This is an optimization exercise on Yosys and OpenROAD, whose aim is small area and a short achievable clock period, not a production implementation.
In this exercise RTL edits were held to simulation tests only and were not proved equivalent to the original.
Power is estimated from default activity; no workload was simulated.

==> 11-28: inputs <==
==> flow/design.v <==
module System_Top #(parameter WIDTH = 8, ADDR = 4 , ALU_FUN_WD = 4) (
input    wire                CONTROL_EN,
input    wire                CLKDIV_EN,
input    wire                CLK,
input    wire                RST,
input    wire                WrEn,
input    wire                RdEn,
input    wire   [ADDR-1:0]   Address,
input    wire   [WIDTH-1:0]  WrData,
output   reg    [WIDTH-1:0]  RdData,
output   reg                 SYS_OUT,
output   reg                 SYS_VLD
);
reg [7:0] regArr [0:15];
integer I;
always @(posedge CLK or negedge RST)
 begin
  if (!RST)
   begin
    for (I = 0; I < 16; I = I + 1)
      regArr[I] <= 8'd0;
   end
  else if (WrEn && !RdEn)
    regArr[Address] <= WrData;
 end
always @(posedge CLK)
 begin
  if (RST && RdEn && !WrEn)
    RdData <= regArr[Address];
 end
wire [7:0] A     = regArr[0];
wire [7:0] B     = regArr[1];
wire [15:0] CFG  = {regArr[3], regArr[2]};
wire       PAR_EN  = regArr[4][0];
wire       PAR_TYP = regArr[4][1];
wire [7:0] RATIO = regArr[5];
reg  [6:0] dv_count;
reg        div_clk;
reg        odd_tog;
wire       is_odd   = RATIO[0];
wire [6:0] half     = RATIO[7:1];
wire [6:0] half_m1  = half - 7'd1;
wire       ratio_ok = |RATIO[7:1];
wire       dv_en    = CLKDIV_EN & ratio_ok;
wire       flip     = is_odd ? (odd_tog ? (dv_count == half_m1) : (dv_count == half))
                             : (dv_count == half_m1);
always @(posedge CLK or negedge RST)
 begin
  if (!RST)
   begin
    dv_count <= 7'd0;
    div_clk  <= 1'b0;
    odd_tog  <= 1'b1;
   end
  else if (dv_en)
   begin
    if (flip)
     begin
      dv_count <= 7'd0;
      div_clk  <= ~div_clk;
      if (is_odd)
        odd_tog <= ~odd_tog;
     end
    else
      dv_count <= dv_count + 7'd1;
   end
 end
wire tick = ~dv_en | (flip & ~div_clk);
localparam [1:0] C_IDLE = 2'd0, C_CHK = 2'd1, C_WH = 2'd3, C_WL = 2'd2;
reg  [1:0] cphase;
reg  [3:0] op;
wire       alu_en = (cphase == C_CHK) & CFG[op];
reg  [1:0] cphase_nx;
reg        op_inc;
always @(*)
 begin
  cphase_nx = cphase;
  op_inc    = 1'b0;
  case (cphase)
   C_IDLE: if (CONTROL_EN) cphase_nx = C_CHK;
   C_CHK:  if (CFG[op]) cphase_nx = C_WH;
           else begin
             op_inc = 1'b1;
             if (op == 4'd15) cphase_nx = C_IDLE;
           end
   C_WH:   if (SYS_VLD) cphase_nx = C_WL;
   C_WL:   if (!SYS_VLD) begin
             op_inc = 1'b1;
             cphase_nx = (op == 4'd15) ? C_IDLE : C_CHK;
           end
  endcase
 end
always @(posedge CLK or negedge RST)
 begin
  if (!RST)
   begin
    cphase <= C_IDLE;
    op     <= 4'd0;
   end
  else
   begin
    cphase[0] <= cphase_nx[0];
    cphase[1] <= cphase_nx[1];
    if (op_inc)
      op <= op + 4'd1;
   end
 end
reg  [7:0] res;
wire       is_mul = (op == 4'd2);
wire       is_div = (op == 4'd3);
wire       is_sub = ~is_mul & (op != 4'd0);
wire [7:0] add_x  = is_mul ? ({B[6:0], 1'b0} & {8{A[7]}}) : A;
wire [7:0] add_y  = is_mul ? (B & {8{A[6]}}) : (B ^ {8{is_sub}});
wire [8:0] sum    = {1'b0, add_x} + {1'b0, add_y} + {8'd0, is_sub};
wire       a_lt   = ~sum[8];
wire       a_eq   = (A == B);
wire       q7 = ({7'd0, A[7]} >= B);
wire [0:0] r7 = q7 ? (A[7] - B[0]) : A[7];
wire [1:0] t6 = {r7, A[6]};
wire       q6 = ({6'd0, t6} >= B);
wire [1:0] r6 = q6 ? (t6 - B[1:0]) : t6;
always @(*)
 begin
  case (op)
   4'd0:  res = sum[7:0];
   4'd1:  res = sum[7:0];
   4'd2:  res = {A[5:0], 2'b00};
   4'd3:  res = {A[5:0], q7, q6};
   4'd4:  res = A & B;
   4'd5:  res = A | B;
   4'd6:  res = ~(A & B);
   4'd7:  res = ~(A | B);
   4'd8:  res = A ^ B;
   4'd9:  res = ~(A ^ B);
   4'd10: res = {7'd0, a_eq};
   4'd11: res = {7'd0, ~a_lt & ~a_eq};
   4'd12: res = {6'd0, a_lt, a_lt};
   4'd13: res = {1'b0, A[7:1]};
   4'd14: res = {A[6:0], 1'b0};
   default: res = 8'd0;
  endcase
 end
reg  [2:0] useq;
reg  [7:0] Q;       
reg  [7:0] R;       
reg  [7:0] Bc;      
wire       u_div  = useq[2];
wire       u_run  = (useq[1:0] != 2'd0);
wire       u_last = (useq[1:0] == 2'd1);
wire [7:0] ta  = {R[6:0], u_div & Q[7]};
wire [8:0] sa  = {1'b0, ta} + {1'b0, Bc} + {8'd0, u_div};
wire       qa  = u_div ? sa[8] : Q[7];
wire [7:0] ra  = qa ? sa[7:0] : ta;
wire [7:0] tb  = {ra[6:0], u_div & Q[6]};
wire [8:0] sb  = {1'b0, tb} + {1'b0, Bc} + {8'd0, u_div};
wire       qb  = u_div ? sb[8] : Q[6];
wire [7:0] rb  = qb ? sb[7:0] : tb;
wire [7:0] fin = u_div ? {Q[5:0], qa, qb} : rb;    
reg  [3:0] ust;
wire       in_data = ust[3];
always @(posedge CLK or negedge RST)
 begin
  if (!RST)
   begin
    useq    <= 3'd0;
    ust     <= 4'd0;
    SYS_VLD <= 1'b0;
    SYS_OUT <= 1'b0;
   end
  else
   begin
    if (alu_en)
      useq <= {is_div, (is_mul | is_div) ? 2'd3 : 2'd0};
    else if (u_run)
      useq <= {u_div, useq[1:0] - 2'd1};
    if (tick)
     begin
      SYS_VLD <= (ust != 4'd0) && (ust != 4'd4);
      case (ust)
       4'd0:    SYS_OUT <= 1'b1;
       4'd4:    SYS_OUT <= 1'b1;
       4'd1:    SYS_OUT <= 1'b0;
       4'd3:    SYS_OUT <= 1'b1;
       default: SYS_OUT <= (u_run & u_last) ? fin[0] : Q[0];
      endcase
     end
    if (alu_en)
      ust <= 4'd4;
    else if (tick)
     begin
      case (ust)
       4'd0:    ust <= 4'd0;
       4'd4:    ust <= 4'd1;
       4'd1:    ust <= 4'd8;
       4'd2:    ust <= 4'd3;
       4'd3:    ust <= 4'd0;
       4'd15:   ust <= PAR_EN ? 4'd2 : 4'd3;
       default: ust <= ust + 4'd1;
      endcase
     end
   end
 end
always @(posedge CLK)
 begin
  if (alu_en)
   begin
    Q  <= res;
    R  <= is_mul ? sum[7:0] : {6'd0, r6};
    Bc <= B ^ {8{is_div}};
   end
  else if (u_run && !u_last)
   begin
    Q <= {Q[5:0], qa, qb};
    R <= rb;
   end
  else if (u_run)              
    Q <= (tick && in_data) ? {fin[7] ^ fin[0], fin[7:1]} : fin;
  else if (tick && in_data)
   begin
    if (ust == 4'd15)
      Q[0] <= Q[7] ^ PAR_TYP;
    else
      Q <= {Q[7] ^ Q[0], Q[7:1]};
   end
 end
endmodule
==> flow/flow/run.sh <==
#!/bin/bash
# The standard ORFS layout (standard.sh) with these changes:
#  - synthesis maps with abc using flow/abc_area.script (area-oriented standard-cell
#    mapping) in place of ORFS's abc_area.script; ORFS's scripts are copied to
#    scripts_mod/ and only that file is replaced;
#  - ADDER_MAP_FILE is empty, so synthesis skips the adder-extraction step and abc maps
#    the arithmetic too;
#  - SETUP_SLACK_MARGIN makes timing repair aim for extra setup slack.
# Registers, their names and cell types are those of the standard synthesis.
# Each make run logs to its own file here; ORFS keeps every tool's log under orfs/logs.
set -euo pipefail
rm -rf scripts_mod
cp -r "$FLOW_HOME/scripts" scripts_mod
cp flow/abc_area.script scripts_mod/abc_area.script
KNOBS="SCRIPTS_DIR=$PWD/scripts_mod ADDER_MAP_FILE= SETUP_SLACK_MARGIN=7.6"
bash standard.sh $KNOBS synth > make_synth.log 2>&1
bash standard.sh $KNOBS finish > make_finish.log 2>&1
==> flow/flow/abc_area.script <==
strash
dch
map -B 0.9
topo
==> flow/standard.sh <==
#!/bin/bash
# synth_recipe.tcl (not shown) runs the flow's synth.tcl, then flattens the netlist and writes it again
# the make line also repeats each setting of config.mk as NAME=value (left out here)
make -C /OpenROAD-flow-scripts/flow DESIGN_CONFIG=/design/flow/config.mk WORK_HOME=/design/flow/orfs CLKGATE_MAP_FILE= SYNTH_SCRIPT=/design/flow/synth_recipe.tcl "${@:-finish}"
==> flow/config.mk <==
export PLATFORM = sky130hd
export DESIGN_NAME = System_Top
export DESIGN_NICKNAME = System_Top
export VERILOG_FILES = /design/flow/design.v
export SDC_FILE = /design/flow/constraint.sdc
export NUM_CORES = 4
export LEC_CHECK = 0
export ABC_AREA = 1
export CAP_MARGIN = 20
export CORE_MARGIN = 2
export CORE_UTILIZATION = 60
export SLEW_MARGIN = 20
==> flow/constraint.sdc <==
create_clock -name core_clock -period 11.0 [get_ports {CLK}]
set_input_delay 2.2000 -clock core_clock [delete_from_list [all_inputs] [get_ports {CLK}]]
set_output_delay 2.2000 -clock core_clock [all_outputs]
set_load 0.01 [all_outputs]
==> 07-08: changes against 11-28 <==
==> flow/design.v (replaced) <==
module System_Top #(parameter WIDTH = 8, ADDR = 4 , ALU_FUN_WD = 4) (
input    wire                CONTROL_EN,
input    wire                CLKDIV_EN,
input    wire                CLK,
input    wire                RST,
input    wire                WrEn,
input    wire                RdEn,
input    wire   [ADDR-1:0]   Address,
input    wire   [WIDTH-1:0]  WrData,
output   reg    [WIDTH-1:0]  RdData,
output   reg                 SYS_OUT,
output   reg                 SYS_VLD
);
reg [7:0] regArr [0:15];
integer I;
always @(posedge CLK or negedge RST)
 begin
  if (!RST)
   begin
    for (I = 0; I < 16; I = I + 1)
      regArr[I] <= 8'd0;
   end
  else if (WrEn && !RdEn)
    regArr[Address] <= WrData;
 end
always @(posedge CLK)
 begin
  if (RST && RdEn && !WrEn)
    RdData <= regArr[Address];
 end
wire [7:0] A     = regArr[0];
wire [7:0] B     = regArr[1];
wire [15:0] CFG  = {regArr[3], regArr[2]};
wire       PAR_EN  = regArr[4][0];
wire       PAR_TYP = regArr[4][1];
wire [7:0] RATIO = regArr[5];
reg  [6:0] dv_count;
reg        div_clk;
reg        odd_tog;
wire       is_odd   = RATIO[0];
wire [6:0] half     = RATIO[7:1];
wire [6:0] half_m1  = half - 7'd1;
wire       ratio_ok = |RATIO[7:1];
wire       dv_en    = CLKDIV_EN & ratio_ok;
wire       flip     = is_odd ? (odd_tog ? (dv_count == half_m1) : (dv_count == half))
                             : (dv_count == half_m1);
always @(posedge CLK or negedge RST)
 begin
  if (!RST)
   begin
    dv_count <= 7'd0;
    div_clk  <= 1'b0;
    odd_tog  <= 1'b1;
   end
  else if (dv_en)
   begin
    if (flip)
     begin
      dv_count <= 7'd0;
      div_clk  <= ~div_clk;
      if (is_odd)
        odd_tog <= ~odd_tog;
     end
    else
      dv_count <= dv_count + 7'd1;
   end
 end
wire tick = ~dv_en | (flip & ~div_clk);
localparam [1:0] C_IDLE = 2'd0, C_CHK = 2'd1, C_WH = 2'd2, C_WL = 2'd3;
reg  [1:0] cphase;
reg  [3:0] op;
wire       alu_en = (cphase == C_CHK) & CFG[op];
always @(posedge CLK or negedge RST)
 begin
  if (!RST)
   begin
    cphase <= C_IDLE;
    op     <= 4'd0;
   end
  else
   case (cphase)
    C_IDLE: if (CONTROL_EN) cphase <= C_CHK;
    C_CHK:  if (CFG[op]) cphase <= C_WH;
            else begin
              op <= op + 4'd1;
              if (op == 4'd15) cphase <= C_IDLE;
            end
    C_WH:   if (SYS_VLD) cphase <= C_WL;
    C_WL:   if (!SYS_VLD) begin
              op <= op + 4'd1;
              cphase <= (op == 4'd15) ? C_IDLE : C_CHK;
            end
   endcase
 end
reg  [7:0] res;
wire [8:0] diff = {1'b0, A} - {1'b0, B};
wire       a_lt = diff[8];
wire       a_eq = (A == B);
wire [7:0] mul_lo = A * B[3:0];
wire [3:0] mul_hi = A[3:0] * B[7:4];
wire       q7 = ({7'd0, A[7]} >= B);
wire [0:0] r7 = q7 ? (A[7] - B[0]) : A[7];
wire [1:0] t6 = {r7, A[6]};
wire       q6 = ({6'd0, t6} >= B);
wire [1:0] r6 = q6 ? (t6 - B[1:0]) : t6;
wire [2:0] t5 = {r6, A[5]};
wire       q5 = ({5'd0, t5} >= B);
wire [2:0] r5 = q5 ? (t5 - B[2:0]) : t5;
wire [3:0] t4 = {r5, A[4]};
wire       q4 = ({4'd0, t4} >= B);
wire [3:0] r4 = q4 ? (t4 - B[3:0]) : t4;
always @(*)
 begin
  case (op)
   4'd0:  res = A + B;
   4'd1:  res = diff[7:0];
   4'd2:  res = mul_lo;
   4'd3:  res = {A[3:0], q7, q6, q5, q4};
   4'd4:  res = A & B;
   4'd5:  res = A | B;
   4'd6:  res = ~(A & B);
   4'd7:  res = ~(A | B);
   4'd8:  res = A ^ B;
   4'd9:  res = ~(A ^ B);
   4'd10: res = {7'd0, a_eq};
   4'd11: res = {7'd0, ~a_lt & ~a_eq};
   4'd12: res = {6'd0, a_lt, a_lt};
   4'd13: res = {1'b0, A[7:1]};
   4'd14: res = {A[6:0], 1'b0};
   default: res = 8'd0;
  endcase
 end
localparam [1:0] S_NONE = 2'd0, S_MUL = 2'd1, S_DIV1 = 2'd2, S_DIV2 = 2'd3;
reg  [1:0] seq;
reg  [7:0] Q;       
reg  [5:0] R;       
reg  [7:0] Bc;      
wire [4:0] t3 = {R[3:0], Q[7]};
wire       q3 = ({3'd0, t3} >= Bc);
wire [4:0] r3 = q3 ? (t3 - Bc[4:0]) : t3;
wire [5:0] t2 = {r3, Q[6]};
wire       q2 = ({2'd0, t2} >= Bc);
wire [5:0] r2 = q2 ? (t2 - Bc[5:0]) : t2;
wire [6:0] t1 = {R[5:0], Q[7]};
wire       q1 = ({1'd0, t1} >= Bc);
wire [6:0] r1 = q1 ? (t1 - Bc[6:0]) : t1;
wire [7:0] t0 = {r1, Q[6]};
wire       q0 = (t0 >= Bc);
reg  [3:0] ust;
reg        valid;
wire       in_data = ust[3];
always @(posedge CLK or negedge RST)
 begin
  if (!RST)
   begin
    valid   <= 1'b0;
    seq     <= S_NONE;
    ust     <= 4'd0;
    SYS_VLD <= 1'b0;
    SYS_OUT <= 1'b0;
   end
  else
   begin
    if (alu_en)
      valid <= 1'b1;
    else if (tick)
      valid <= 1'b0;
    if (alu_en)
      seq <= (op == 4'd2) ? S_MUL : (op == 4'd3) ? S_DIV1 : S_NONE;
    else
      seq <= (seq == S_DIV1) ? S_DIV2 : S_NONE;
    if (tick)
     begin
      SYS_VLD <= (ust != 4'd0);
      case (ust)
       4'd0:    SYS_OUT <= 1'b1;
       4'd1:    SYS_OUT <= 1'b0;
       4'd3:    SYS_OUT <= 1'b1;
       default: SYS_OUT <= Q[0];
      endcase
      case (ust)
       4'd0:    if (valid) ust <= 4'd1;
       4'd1:    ust <= 4'd8;
       4'd2:    ust <= 4'd3;
       4'd3:    ust <= 4'd0;
       4'd15:   ust <= PAR_EN ? 4'd2 : 4'd3;
       default: ust <= ust + 4'd1;
      endcase
     end
   end
 end
always @(posedge CLK)
 begin
  if (alu_en)
   begin
    Q  <= res;
    R  <= {2'd0, (op == 4'd2) ? mul_hi : r4};
    Bc <= B;
   end
  else if (seq == S_MUL)
    Q[7:4] <= Q[7:4] + R[3:0];
  else if (seq == S_DIV1)
   begin
    Q <= {Q[5:0], q3, q2};
    R <= r2;
   end
  else if (seq == S_DIV2)
    Q <= {Q[5:0], q1, q0};
  else if (tick && in_data)
   begin
    if (ust == 4'd15)
      Q[0] <= Q[7] ^ PAR_TYP;
    else
      Q <= {Q[7] ^ Q[0], Q[7:1]};
   end
 end
endmodule
==> flow/flow/run.sh (replaced) <==
#!/bin/bash
# Standard ORFS layout (the standard.sh) with two changes: the adder-extraction step of
# synthesis is skipped (ADDER_MAP_FILE empty, so abc maps the arithmetic), and the timing
# repair aims for extra setup slack.
set -euo pipefail
KNOBS="ADDER_MAP_FILE= SETUP_SLACK_MARGIN=7.3"
bash standard.sh $KNOBS synth > make_synth.log 2>&1
bash standard.sh $KNOBS finish > make_finish.log 2>&1
Settings changed: ABC_AREA 1 to default, CORE_UTILIZATION 60 to 40.
removed: flow/flow/abc_area.script
==> notes <==
Of 07-08 and 11-28, 07-08 has the higher area after synthesis (gap about 20%, measured against 11-28).
Between 11-28 and 07-08, the lower global-route usage is in 07-08 (gap 11 points).
In 11-28 the die area is smaller than in 07-08, by 44%.
First-iteration DRC count: 07-08 is smaller than 11-28 (about 4%).
Against 07-08, the non-clock buffer count of 11-28 is lower by 8.
Sequential share of layout area: 11-28 is higher than 07-08 (4.9 points).
In clock power, 11-28 and 07-08 hardly differ.
Of 07-08 and 11-28, 07-08 has the higher routed wire length (gap 25%, measured against 11-28).
In 07-08 the clock-buffer cell count is lower than in 11-28, by 3.
Against 07-08, the power of 11-28 is higher by about 12%.

## re-timing with driven ports
How much do the figures lean on ideal ports? The routed layouts below were timed once more, with nothing changed but the port constraints.
Step 1 assumes that a clkbuf_16 drives the clock port and a buf_2 every other input.
Step 2 times the ports against the registers' clock, not the clock port: input delays grow and output delays shrink by t, the midpoint of the rising clock arrivals with the driver on.
Three values: ideal ports, drivers, drivers and shift; two values: the first two.
run	t (ns)	setup WS [ns]	worst setup path at the end
11-28	0.480	7.615 / 7.568 / 7.192	input to register
07-08	0.485	7.313 / 7.344 / 6.860	input to register
After both steps every run listed still meets setup and hold. For 07-08, which loses most, drivers alone change the setup slack by +0.031 ns; drivers and shift together by -0.453 ns.
